Context: an optimization exercise on an open-source flow, tuned for small area, a short achievable clock period and few clock cycles. The choices shown serve that exercise and are no tape-out recipe. No functional check of the RTL was part of any run shown here. Power and IR drop assume default switching activity.

<file path="flow/config.mk">
export PLATFORM = sky130hd
export DESIGN_NAME = mips_pipeline
export DESIGN_NICKNAME = mips_pipeline
export VERILOG_FILES = /design/flow/design.v
export SDC_FILE = /design/flow/constraint.sdc
export NUM_CORES = 4
export LEC_CHECK = 0
export CAP_MARGIN = 20
export CORE_MARGIN = 2
export CORE_UTILIZATION = 35
export PLACE_DENSITY = 0.55
export SETUP_SLACK_MARGIN = 5
export SLEW_MARGIN = 20
</file>
<file path="flow/constraint.sdc">
create_clock -name core_clock -period 10.0 [get_ports {clk}]
set_input_delay 2.0000 -clock core_clock [delete_from_list [all_inputs] [get_ports {clk}]]
set_output_delay 2.0000 -clock core_clock [all_outputs]
set_load 0.01 [all_outputs]
</file>
<file path="flow/design.v">
module adder_32b (a, b, cin, sum);
  input  [31:0] a, b;
  input         cin;
  output [31:0] sum;
  wire [31:0] p0 = a ^ b;
  wire [31:0] g0 = a & b;
  wire [31:0] g1i = {g0[31:1], g0[0] | (p0[0] & cin)};
  wire [31:0] g [0:5];
  wire [31:0] p [0:5];
  assign g[0] = g1i;
  assign p[0] = p0;
  genvar l, k;
  generate
    for (l = 0; l < 5; l = l + 1) begin : g_lvl
      for (k = 0; k < 32; k = k + 1) begin : g_bit
        if (k >= (1 << l)) begin : g_op
          assign g[l+1][k] = g[l][k] | (p[l][k] & g[l][k - (1 << l)]);
          assign p[l+1][k] = p[l][k] & p[l][k - (1 << l)];
        end else begin : g_pass
          assign g[l+1][k] = g[l][k];
          assign p[l+1][k] = p[l][k];
        end
      end
    end
  endgenerate
  assign sum = p0 ^ {g[5][30:0], cin};
endmodule
module ks_add #(parameter W = 16) (a, b, cin, sum, cout);
  input  [W-1:0] a, b;
  input          cin;
  output [W-1:0] sum;
  output         cout;
  localparam L = $clog2(W);
  wire [W-1:0] g [0:L];
  wire [W-1:0] p [0:L];
  wire [W-1:0] x = a ^ b;
  assign g[0] = {a[W-1:1] & b[W-1:1], (a[0] & b[0]) | (x[0] & cin)};
  assign p[0] = x;
  genvar l, k;
  generate
    for (l = 0; l < L; l = l + 1) begin : g_lvl
      for (k = 0; k < W; k = k + 1) begin : g_bit
        if (k >= (1 << l)) begin : g_op
          assign g[l+1][k] = g[l][k] | (p[l][k] & g[l][k - (1 << l)]);
          assign p[l+1][k] = p[l][k] & p[l][k - (1 << l)];
        end else begin : g_pass
          assign g[l+1][k] = g[l][k];
          assign p[l+1][k] = p[l][k];
        end
      end
    end
  endgenerate
  assign sum  = x ^ {g[L][W-2:0], cin};
  assign cout = g[L][W-1];
endmodule
module reg_file (clk, we, wa, wd, ra1, ra2, rd1, rd2);
  input         clk, we;
  input  [4:0]  wa, ra1, ra2;
  input  [31:0] wd;
  output [31:0] rd1, rd2;
  wire [31:0] r [0:31];
  assign r[0] = 32'd0;
  genvar i;
  generate
    for (i = 1; i < 32; i = i + 1) begin : g_reg
      reg [31:0] q;
      always @(posedge clk)
        if (we && wa == i) q <= wd;
      assign r[i] = q;
    end
  endgenerate
  assign rd1 = r[ra1];
  assign rd2 = r[ra2];
endmodule
module mips_pipeline (rst, clk, inst_adr, inst, data_adr, data_in, data_out, mem_read, mem_write);
  input rst, clk;
  output [31:0] inst_adr;
  input  [31:0] inst;
  output [31:0] data_adr;
  input  [31:0] data_in;
  output [31:0] data_out;
  output mem_read, mem_write;
  localparam [5:0] OP_R = 6'b000000, OP_LW = 6'b100011, OP_SW = 6'b101011,
                   OP_BEQ = 6'b000100, OP_ADDI = 6'b001001, OP_SLTI = 6'b001010,
                   OP_J = 6'b000010, OP_JR = 6'b000110;
  reg [31:0] pc;
  reg [31:0] x_a, x_b, x_bt;
  reg [15:0] x_imm;
  reg        x_wen, x_load, x_store, x_beq, x_jr;
  reg [4:0]  x_dst;
  reg        x_sub, x_and, x_or, x_slt;
  reg        x_a_fw;                     
  reg        x_b_fw;                     
  reg        x_o_fw, x_o_rf, x_o_imm;    
  reg        x_d_ld;                     
  reg [31:0] m_res, m_sd;
  reg        m_wen, m_load, m_store;
  reg [4:0]  m_dst;
  wire [31:0] m_val = m_load ? data_in : m_res;
  assign data_adr  = m_res;
  assign data_out  = m_sd;
  assign mem_read  = m_load;
  assign mem_write = m_store;
  wire [31:0] x_se  = {{16{x_imm[15]}}, x_imm};
  wire [31:0] e_a   = x_a_fw ? m_res : x_a;
  wire [31:0] e_rt  = x_b_fw ? m_res : x_b;
  wire [31:0] e_b   = ({32{x_o_fw}} & m_res) | ({32{x_o_rf}} & x_b) | ({32{x_o_imm}} & x_se);
  wire        e_inv = x_sub | x_slt;
  wire [31:0] e_sum;
  adder_32b ALU_ADD (.a(e_a), .b(e_b ^ {32{e_inv}}), .cin(e_inv), .sum(e_sum));
  wire        e_lt  = (e_a[31] ^ e_b[31]) ? e_a[31] : e_sum[31];
  wire [31:0] e_res = x_and ? (e_a & e_b) :
                      x_or  ? (e_a | e_b) :
                      x_slt ? {31'd0, e_lt} : e_sum;
  wire        e_eq  = (e_a == e_rt);
  wire        e_taken = x_beq & e_eq;
  wire        redirect = e_taken | x_jr;
  wire [31:0] redirect_pc = x_jr ? e_a : x_bt;
  always @(posedge clk) begin
    if (rst) begin
      m_wen   <= 1'b0;
      m_load  <= 1'b0;
      m_store <= 1'b0;
    end else begin
      m_wen   <= x_wen;
      m_load  <= x_load;
      m_store <= x_store;
    end
    m_res <= e_res;
    m_sd  <= x_d_ld ? data_in : e_rt;
    m_dst <= x_dst;
  end
  assign inst_adr = pc;
  wire [5:0]  op    = inst[31:26];
  wire [4:0]  rs    = inst[25:21];
  wire [4:0]  rt    = inst[20:16];
  wire [4:0]  rd    = inst[15:11];
  wire [5:0]  funct = inst[5:0];
  wire [15:0] imm   = inst[15:0];
  wire is_r    = (op == OP_R);
  wire is_lw   = (op == OP_LW);
  wire is_sw   = (op == OP_SW);
  wire is_beq  = (op == OP_BEQ);
  wire is_addi = (op == OP_ADDI);
  wire is_slti = (op == OP_SLTI);
  wire is_j    = (op == OP_J);
  wire is_jr   = (op == OP_JR);
  wire [4:0] dst = is_r ? rd : rt;
  wire       wen = (is_r | is_lw | is_addi | is_slti) & (dst != 5'd0);
  wire f_add = is_r & (funct == 6'b100000);
  wire f_sub = is_r & (funct == 6'b100011);
  wire f_or  = is_r & (funct == 6'b100101);
  wire f_slt = is_r & (funct == 6'b101010);
  wire f_and = is_r & ~(f_add | f_sub | f_or | f_slt);
  wire use_rs = is_r | is_addi | is_slti | is_lw | is_sw | is_beq | is_jr;
  wire use_rt = is_r | is_beq;
  wire hit_rs = x_wen & (x_dst == rs);
  wire hit_rt = x_wen & (x_dst == rt);
  wire stall  = x_load & ((hit_rs & use_rs) | (hit_rt & use_rt));
  wire        w_en = m_wen;
  wire [31:0] rf_a, rf_b;
  reg_file RF (.clk(clk), .we(w_en), .wa(m_dst), .wd(m_val),
               .ra1(rs), .ra2(rt), .rd1(rf_a), .rd2(rf_b));
  wire [31:0] d_a = (w_en && m_dst == rs) ? m_val : rf_a;
  wire [31:0] d_b = (w_en && m_dst == rt) ? m_val : rf_b;
  wire [31:0] pc4 = pc + 32'd4;
  wire [13:0] hi    = pc[31:18];
  wire [13:0] hi_p1 = hi + 14'd1;
  wire [13:0] hi_m1 = hi - 14'd1;
  wire [16:0] lo;
  ks_add #(16) BT_ADD (.a(pc[17:2]), .b(imm), .cin(1'b1), .sum(lo[15:0]), .cout(lo[16]));
  wire        hi_0  = lo[16] ~^ imm[15];
  wire        hi_up = lo[16] & ~imm[15];
  wire        hi_dn = ~lo[16] & imm[15];
  wire [13:0] bt_hi = ({14{hi_0}} & hi) | ({14{hi_up}} & hi_p1) | ({14{hi_dn}} & hi_m1);
  wire [31:0] bt    = {bt_hi, lo[15:0], pc[1:0]};
  wire        beq_same = is_beq & (rs == rt);
  always @(posedge clk) begin
    if (rst)
      pc <= 32'd0;
    else if (redirect)
      pc <= redirect_pc;
    else if (stall)
      pc <= pc;
    else if (is_j)
      pc <= {pc4[31:28], inst[25:0], 2'b00};
    else if (beq_same)
      pc <= bt;
    else
      pc <= pc4;
  end
  wire kill = rst | redirect | stall;
  always @(posedge clk) begin
    if (kill) begin
      x_wen   <= 1'b0;
      x_load  <= 1'b0;
      x_store <= 1'b0;
      x_beq   <= 1'b0;
      x_jr    <= 1'b0;
    end else begin
      x_wen   <= wen;
      x_load  <= is_lw;
      x_store <= is_sw;
      x_beq   <= is_beq & ~beq_same;
      x_jr    <= is_jr;
    end
    x_a     <= d_a;
    x_b     <= d_b;
    x_bt    <= bt;
    x_imm   <= imm;
    x_dst   <= dst;
    x_sub   <= f_sub;
    x_and   <= f_and;
    x_or    <= f_or;
    x_slt   <= f_slt | is_slti;
    x_a_fw  <= hit_rs & ~x_load;
    x_b_fw  <= hit_rt & ~x_load;
    x_o_fw  <= is_r & hit_rt & ~x_load;
    x_o_rf  <= is_r & ~(hit_rt & ~x_load);
    x_o_imm <= ~is_r;
    x_d_ld  <= hit_rt & x_load;
  end
endmodule
</file>
<file path="flow/run.sh">
#!/bin/bash
# synth_recipe.tcl (not shown) runs the flow's synth.tcl, then flattens the netlist and writes it again
# the make line also repeats each setting of config.mk as NAME=value (left out here)
make -C /OpenROAD-flow-scripts/flow DESIGN_CONFIG=/design/flow/config.mk WORK_HOME=/design/flow/orfs CLKGATE_MAP_FILE= SYNTH_SCRIPT=/design/flow/synth_recipe.tcl finish
</file>
==> out/qor.yml, run 1 <==
drive_gt1_share_pct: 13.80
first_pass_iters: 13
synth_largest_area_cell: "edfxtp_1"
crit_path_end_kind: "flip-flop"
nets: 4678
grt_pass1_vias: 45120
utilization_pct: 41.57
startpoint_type: "input port"
antenna_found_initial: 8
synth_ff_type: "edfxtp_1"
clockBufferDepth: 3
globalplace.congestion: 0.9640
tns_ns: 0
whs_ns: 0.3640
nFillCells: 14550
clock_sinks: 1228
numCtsBuffers: 131
grt-ovfl-total: 0
synth_cell_types: 86
slew_violations: 0
synth_cells: 4404
slowest_stage: "nor2_4"
insertion_delay_ns: 0.80
synth_area_per_cell_um2: 12.67
cp.required_ns: 10.70
crit_type: "input port to flip-flop"
rsz0062_at_grt: "true"
critical_path_peak_fanout: 20
worst-r2r-cell-count: 13
worst_pin_slew_ns: 1.246
synthArstFlopShare_pct: 0
vias_per_cell: 7.151
arrival_ns: 5.81
min_to: "x_bt[1]"
period_minus_slack_ns: 5.118
path_cells: "clkdlybuf4s50_1, or3_1, nor2_4, buf_4, a22o_1, a221oi_1, nand3_1, nor3_2, o22ai_1"
die_h_um: 403.4
cts_tree: "built"
io-pin-count: 164
cts.clk_slew.worst_paths_ns: 0.06
synth-seq-cells: 1228
avgRoutedWirePerCell_um: 41.56
root_buffer: "clkbuf_16"
reg2reg_to: "m_res[30]"
peakVddDrop_v: 0.0001923
core-area_mm2: 0.1584
min_from: "pc[1]"
clock_skew_ns: 0.03710
placed_area_mm2: 0.06084
ant_nets: 0
yosys_warnings: 4
finalHoldViolCount: 0
die_width_um: 403.4
status: "no timing/DRC/antenna violations"
grt_max_degree: 52
rows: 146
multi_input_area_mm2: 0.02075
start_util_pct: 35.24
setup_viol: 0
synth_nets: 4525
final_area_mm2: 0.06584
min_period_over_period_pct: 51.18
synth_area_mm2: 0.05582
slowest_delay_ns: 0.88
first_iter_violations: 9836
regToRegSetupSlack_ns: 5.19
hp-class: "flip-flop to flip-flop"
die_area_mm2: 0.1627
grt_util_all_layers_pct: 33.29
synth-seq-area-share_pct: 61.83
synth_top_area_share_pct: 53.37
power_leakage_nw: 21.45
max-slew-margin-rel_pct: 14.59
grt_pass1_wl_um: 376200
routed_wl_um: 280100
cap_violations: 0
areaGrowthSynthToFinish_pct: 17.95
rr_startpoint: "x_a_fw"
port_buffers: 163
fmax_mhz: 195.4
cts.htree.levels: 4
seq_area_mm2: 0.03452
synthTopCellsByArea: "edfxtp_1 53%, dfxtp_1 8.5%, a22oi_1 5.6%, a221oi_1 4.2%, a22o_1 3.9%"
synth_edf_count: 992
holdPathStages: 0
dp_hpwl_um: 162200
power_density_mw_per_mm2: 207.7
drc_errors: 0
num_vias: 48200
sequential cells by signal (all words and copies together), names as in the netlist, 5 cells and up:
signal	cells
RF.g.q	992
m_dst	5
m_res	32
m_sd	32
pc	32
x_a	32
x_b	32
x_bt	32
x_dst	5
x_imm	16
cell usage in the layout (no fill, tap or decap), types with 70 or more instances in the layout:
| cell type | count |
|---|---|
| a21oi_1 | 71 |
| a221oi_1 | 263 |
| a222oi_1 | 80 |
| a22o_1 | 246 |
| a22oi_1 | 413 |
| buf_4 | 177 |
| clkbuf_16 | 137 |
| clkdlybuf4s50_1 | 155 |
| dfxtp_1 | 230 |
| edfxtp_1 | 992 |
| inv_1 | 125 |
| mux2i_1 | 93 |
| nand2_1 | 119 |
| nand3_1 | 181 |
| nand4_1 | 118 |
| nor2_1 | 87 |
| nor2_4 | 94 |
| o21ai_0 | 118 |
| o22ai_1 | 79 |
| xnor2_1 | 70 |
| xor2_1 | 90 |
worst max path at each step:
stage / startpoint / endpoint / slack [ns]
after floorplan: inst[0] / pc[22] / 4.77
after global placement: inst[0] / pc[20] / 3.38
after detailed placement: inst[0] / pc[21] / 3.32
after CTS: inst[16] / x_b[10] / 5.00
after global routing: inst[0] / pc[18] / 4.88
final: inst[24] / x_a[19] / 4.88
what timing repair did:
item / 4_1_cts / 5_1_grt
hold buffers: 0 / 0
pin swaps: 3 / 28
setup buffers: 9 / 16
endpoints found under the hold margin: 0 / 0
setup endpoints to repair: 62 / 48
resized for setup: 29 / 74
worst max-delay path: cells and delay by family:
| kind | cells | cell delay [ns] |
|---|---|---|
| simple gates | 4 | 1.95 |
| buf+inv | 2 | 1.40 |
| compound gates | 3 | 0.41 |
power breakdown:
part / switching (W) / leakage [nW] / total (W) / internal, W
combinational: 0.00150 / 8.46 / 0.00211 / 0.000612
sequential: 0.000306 / 10.9 / 0.00652 / 0.00622
clock: 0.00217 / 2.11 / 0.00504 / 0.00288
metrics by stage:
step	std cells	total power [W]	setup WS, ns
floorplan	4404	0.007495	4.770
global placement	6470	0.008586	3.382
detailed placement	6470	0.008601	3.320
CTS	6714	0.01353	5.005
global route	6731	0.01397	4.881
finish	6740	0.01367	4.882
cell families after synthesis:
kind of cell	after synthesis	share of synthesized area (%)
XOR/XNOR	160	2.511
flip-flops	1228	61.83
AND/OR/NAND/NOR	874	7.984
buffers and inverters	460	3.170
adder cells (fa/ha/maj)	55	1.260
multiplexers	141	2.629
AO/OA/AOI/OAI	1486	20.62
area by class of cell:
cell class                      instances  share of cell area (%)
Clock buffer                          168                   5.536
Antenna cell                            9                 0.03421
Timing Repair Buffer                  349                   4.671
Inverter                              131                  0.7886
Clock inverter                         67                   1.079
Multi-Input combinational cell       2716                   31.52
Sequential cell                      1228                   52.43
Tap cell                             2072                   3.938
cell usage after synthesis, types with 8 or more instances:
master and n:
a211oi_1 14, a21o_1 14, a21oi_1 77, a221oi_1 267, a222oi_1 80, a22o_1 246
a22oi_1 414, a31oi_1 16, and2_1 8, and3_1 29, buf_1 27, buf_2 22
clkbuf_1 277, dfxtp_1 236, edfxtp_1 992, ha_1 53, inv_1 130, mux2_2 40
mux2i_1 99, nand2_1 122, nand2b_1 28, nand3_1 184, nand3b_1 8, nand4_1 118
nor2_1 182, nor2b_1 22, nor3_1 80, nor4_1 35, o2111ai_1 10, o211a_1 9
o211ai_1 21, o21a_1 10, o21ai_0 131, o21bai_1 9, o221ai_1 12, o22ai_1 80
o31ai_1 10, or2_2 12, or3_1 15, xnor2_1 70, xor2_1 90
routing by layer:
| layer | up-vias | routed length [um] | part of all wire (%) | global-route usage [%] |
|---|---|---|---|---|
| li1 | 18370 | - | - | - |
| met1 | 23500 | 93730 | 33 | 39.56 |
| met2 | 4797 | 116200 | 41 | 48.78 |
| met3 | 1512 | 44010 | 16 | 13.88 |
| met4 | 22 | 25590 | 9.1 | 22.85 |
| met5 | - | 584 | 0.21 | 1.338 |
==> inputs of run 2 (changes only) <==
==> flow/flow/run.sh (new file) <==
#!/bin/bash
set -euo pipefail
bash standard.sh SETUP_SLACK_MARGIN=7 finish > standard_flow.log 2>&1
==> flow/standard.sh (new file) <==
#!/bin/bash
# synth_recipe.tcl (not shown) runs the flow's synth.tcl, then flattens the netlist and writes it again
# the make line also repeats each setting of config.mk as NAME=value (left out here)
make -C /OpenROAD-flow-scripts/flow DESIGN_CONFIG=/design/flow/config.mk WORK_HOME=/design/flow/orfs CLKGATE_MAP_FILE= SYNTH_SCRIPT=/design/flow/synth_recipe.tcl "${@:-finish}"
removed: flow/run.sh
==> run 2 against run 1 <==
Still clean. Clock skew rose by 0.014 ns. Setup slack better by 0.38 ns. Cell count is 13% higher. Count of clock-buffer cells in the layout shrank 2. Die area unchanged. Flip-flop and latch count unchanged. First-iteration DRC count up 16%. Combinational power is about 60% higher. Routed wire length is 21% higher. Critical endpoint is now pc[21].
==> out/qor.yml, run 2 <==
status: "no timing/DRC/antenna violations"
port_buffers: 163  # unchanged
synth_area_mm2: 0.05582  # unchanged
clock_skew_ns: 0.05104  # +0.01394 ns
switchingPower_w: 0.004581  # +15%
regToRegSetupSlack_ns: 6.11  # +0.92 ns
cp.required_ns: 10.74  # +0.04 ns
grt-ovfl-total: 0  # unchanged
cts_hold_buf: 0  # unchanged
vias_per_cell: 7.271  # +1.7%
crit_type: "input port to flip-flop"
drive_gt1_share_pct: 41.21  # +27 points
arrival_ns: 5.49  # -0.32 ns
cap_violations: 0  # unchanged
rows: 146  # unchanged
insertion_delay_ns: 0.83  # +0.03 ns
grt_max_degree: 50  # -3.8%
worst_pin_slew_ns: 1.268  # +0.02227 ns
grt_pass1_wl_um: 440700  # +17%
nFillCells: 12880  # -11%
root_buffer: "clkbuf_16"
post-place-ws_ns: 3.361  # +0.04136 ns
peakVddDrop_v: 0.0001484  # -23%
critical_path_peak_fanout: 12  # -40%
synth_largest_area_cell: "edfxtp_1"
synth-seq-area-share_pct: 61.83  # unchanged
num_vias: 55380  # +15%
p_int_w: 0.01023  # +5.4%
power_leakage_nw: 28.52  # +33%
cts.clk_slew.worst_paths_ns: 0.06  # about the same
largest_register_ffs: 992  # unchanged
drc_errors: 0  # unchanged
first_iter_violations: 11450  # +16%
slowest_delay_ns: 0.42  # -0.46 ns
slew_violations: 0  # unchanged
seq_power_share_pct: 43.4  # -4.3 points
path_cells: "buf_12, inv_12, ha_4, inv_2, fa_2, a21oi_2, o211ai_1, o41ai_2, o2111ai_2, nand2_2, a21oi_2, o21ai_1, nand2b_1, inv_2, ha_4, inv_6, o221a_2, a21oi_2, mux2i_1, o21ai_1, mux2i_1, o211ai_1, o211a_1"
power_frac_comb_pct: 22.8  # +7.4 points
yosys.area_share.xor_xnor_pct: 2.511  # unchanged
synth_fa_ha_area_share_pct: 1.260  # unchanged
nets: 5548  # +19%
grt_util_all_layers_pct: 39.62  # +6.3 points
first_pass_iters: 14  # +1
synthTopCellsByCount: "992 x edfxtp_1, 414 x a22oi_1, 277 x clkbuf_1, 267 x a221oi_1, 246 x a22o_1"
rsz0062_at_grt: "true"
synth_cell_types: 86  # unchanged
top_register: "RF.g.q"
reg2reg_to: "pc[21]"
tns_ns: 0  # unchanged
rr_startpoint: "pc[2]"
synth-seq-cells: 1228  # unchanged
synth_nets: 4525  # unchanged
synth_compound_area_share_pct: 20.62  # unchanged
slowest_stage: "o41ai_2"
synth_edf_count: 992  # unchanged
p_sw_share_pct: 30.94  # +1.9 points
synthArstFlopShare_pct: 0  # unchanged
antenna_found_initial: 19  # +11
routed_wl_um: 338800  # +21%
yosys_warnings: 4  # unchanged
synth_area_per_cell_um2: 12.67  # unchanged
cts.htree.levels: 4  # unchanged
clock_sinks: 1228  # unchanged
clkPwrFrac_pct: 33.8  # -3.1 points
fmax_mhz: 210.9  # +7.9%
crit_path_end_kind: "flip-flop"
min_to: "m_dst[1]"
max-slew-margin-rel_pct: 15.48  # +0.89 points
synth_ff_type: "edfxtp_1"
dp_hpwl_um: 166000  # +2.4%
die_width_um: 403.4  # unchanged
setup_viol: 0  # unchanged
core-area_mm2: 0.1584  # unchanged
synthMuxAreaShare_pct: 2.629  # unchanged
multi_input_area_mm2: 0.02512  # +21%
synthTopCellsByArea: "edfxtp_1 53%, dfxtp_1 8.5%, a22oi_1 5.6%, a221oi_1 4.2%, a22o_1 3.9%"
cpMostUsedCell: "a21oi_2"
cts_tree: "built"
startpoint_type: "input port"
holdPathStages: 0  # unchanged
layout_common_cells: "992 x edfxtp_1, 583 x buf_4, 339 x a22oi_1"
synth_top_family_by_area: "compound AO/OA/AOI/OAI gates"
clockBufferDepth: 3  # unchanged
seq_area_mm2: 0.03478  # +0.76%
areaGrowthSynthToFinish_pct: 46.63
synth_top_area_share_pct: 53.37  # unchanged
worst-r2r-cell-count: 22  # +9
synth_cells: 4404  # unchanged
finalHoldViolCount: 0  # unchanged
yosysMostFrequentCell: "edfxtp_1"
setup_ws_ns: 5.257  # +0.3755 ns
die_h_um: 403.4  # unchanged
synth-simple-area-share_pct: 7.984  # unchanged
numCtsBuffers: 132  # +0.76%
min_from: "x_dst[1]"
layout_commonest_cell: "edfxtp_1"
die_area_mm2: 0.1627  # unchanged
min_period_over_period_pct: 47.43  # -3.8 points
start_util_pct: 35.24  # unchanged
globalplace.congestion: 0.9819  # +1.9%
grt_pass1_vias: 51210  # +13%
hp-class: "flip-flop to flip-flop"
avgRoutedWirePerCell_um: 44.48  # +7.0%
io-pin-count: 164  # unchanged
power_density_mw_per_mm2: 180.9  # -13%
period_minus_slack_ns: 4.743  # -0.3755 ns
ant_nets: 0  # unchanged
run 2: cell counts after synthesis:
No cell type changed its count.
run 2: cells by family (layout without fill, tap and decap cells):
| family | after synthesis | in the layout |
|---|---|---|
| AND/OR/NAND/NOR | 874 | 878 |
| flip-flops | 1228 | 1228 |
| multiplexers | 141 | 141 |
| adder cells (fa/ha/maj) | 55 | 55 |
| buffers and inverters | 460 | 1579 |
| AO/OA/AOI/OAI | 1486 | 1487 |
| other | 0 | 16 |
| XOR/XNOR | 160 | 160 |
run 2: worst max-delay path: cells and delay by family:
| family | cells | cell delay [ns] |
|---|---|---|
| compound gates | 11 | 2.05 |
| buf+inv | 5 | 0.36 |
| simple gates | 2 | 0.25 |
| fa+ha+maj | 3 | 0.63 |
| mux | 2 | 0.18 |
run 2: routing by layer:
layer | global-route usage [%] | vias to the layer above | share of wire [%]
li1 | - | 20250 | -
met1 | 43.67 | 26770 | 31
met2 | 55.37 | 6093 | 39
met3 | 21.21 | 2233 | 17
met4 | 34.12 | 30 | 12
met5 | 0.8029 | - | 0.22
run 2: worst max-delay path by stage:
| stage | from | end | slack [ns] |
|---|---|---|---|
| 5_1_grt | inst[0] | pc[21] | 5.02 |
| 3_3_place_gp | inst[0] | pc[21] | 3.45 |
| 4_1_cts | inst[0] | pc[29] | 5.39 |
| 2_1_floorplan | inst[0] | pc[22] | 4.78 |
| 6_report | inst[0] | pc[21] | 5.26 |
| 3_5_place_dp | inst[0] | pc[21] | 3.36 |
run 2: what timing repair did:
item | CTS | global route
buffers inserted | 626 | 160
endpoints found under the setup margin | 1111 | 768
hold endpoints to repair | 0 | 0
gates cloned | 84 | 17
pin swaps | 359 | 259
resized for setup | 1730 | 261
run 2: final cells by class:
type	count	area share [%]
repair buffers	1181	17.31
diodes	16	0.04892
clock inverters	69	0.8637
repair inverters	32	0.2920
multi-input cells	2721	30.70
clock buffers	166	4.343
flip-flops and latches	1228	42.50
inverters	131	0.7842
well taps	2072	3.167
run 2: per-stage QoR:
| step | utilization (%) | power (W) | area (um2) | hold slack [ns] | instances |
|---|---|---|---|---|---|
| after global placement | 39.37 | 0.008661 | 62360 | 0.3596 | 6477 |
| after global routing | 51.66 | 0.01502 | 81820 | 0.4141 | 7604 |
| after floorplan | - | 0.007594 | 59480 | 0.3519 | 4404 |
| final | 51.68 | 0.01481 | 81850 | 0.3977 | 7616 |
| after CTS | 49.84 | 0.01433 | 78930 | 0.3988 | 7423 |
| after detailed placement | 39.39 | 0.008677 | 62390 | 0.3673 | 6478 |
run 2: power by group through the flow:
stage / clock, W / combinational, W / sequential, W
floorplan: 0 / 0.00112 / 0.00647
global placement: 0 / 0.00204 / 0.00662
detailed placement: 0 / 0.00206 / 0.00662
CTS: 0.00496 / 0.00295 / 0.00642
global route: 0.00516 / 0.00342 / 0.00644
finish: 0.00500 / 0.00337 / 0.00643

afterwards: timing with drivers on the ports:
The results above use ideal ports. As a check the final layouts listed here were re-extracted and re-timed, cells and wires unchanged.
Step 1 sets driving cells, clkbuf_16 on the clock port and buf_2 on the other inputs (assumed; they add their load-dependent delay and slew).
Step 2 also shifts input and output timing later by t, the mid clock arrival at the registers, as if the neighbouring blocks saw the same clock.
Three values: ideal, step 1, step 2; two values: the first two.
| run | t, ns | setup WS [ns] | worst hold slack (ns) |
|---|---|---|---|
| run 1 | 0.863 | 4.882 / 4.933 / 4.071 | 0.364 / 0.364 / 0.364 |
| run 2 | 0.883 | 5.257 / 5.287 / 4.404 | 0.398 / 0.398 / 0.398 |
After both steps every run listed still meets setup and hold. The setup slack of run 2, which loses most, moves by +0.030 ns with the drivers and by -0.853 ns with both steps.
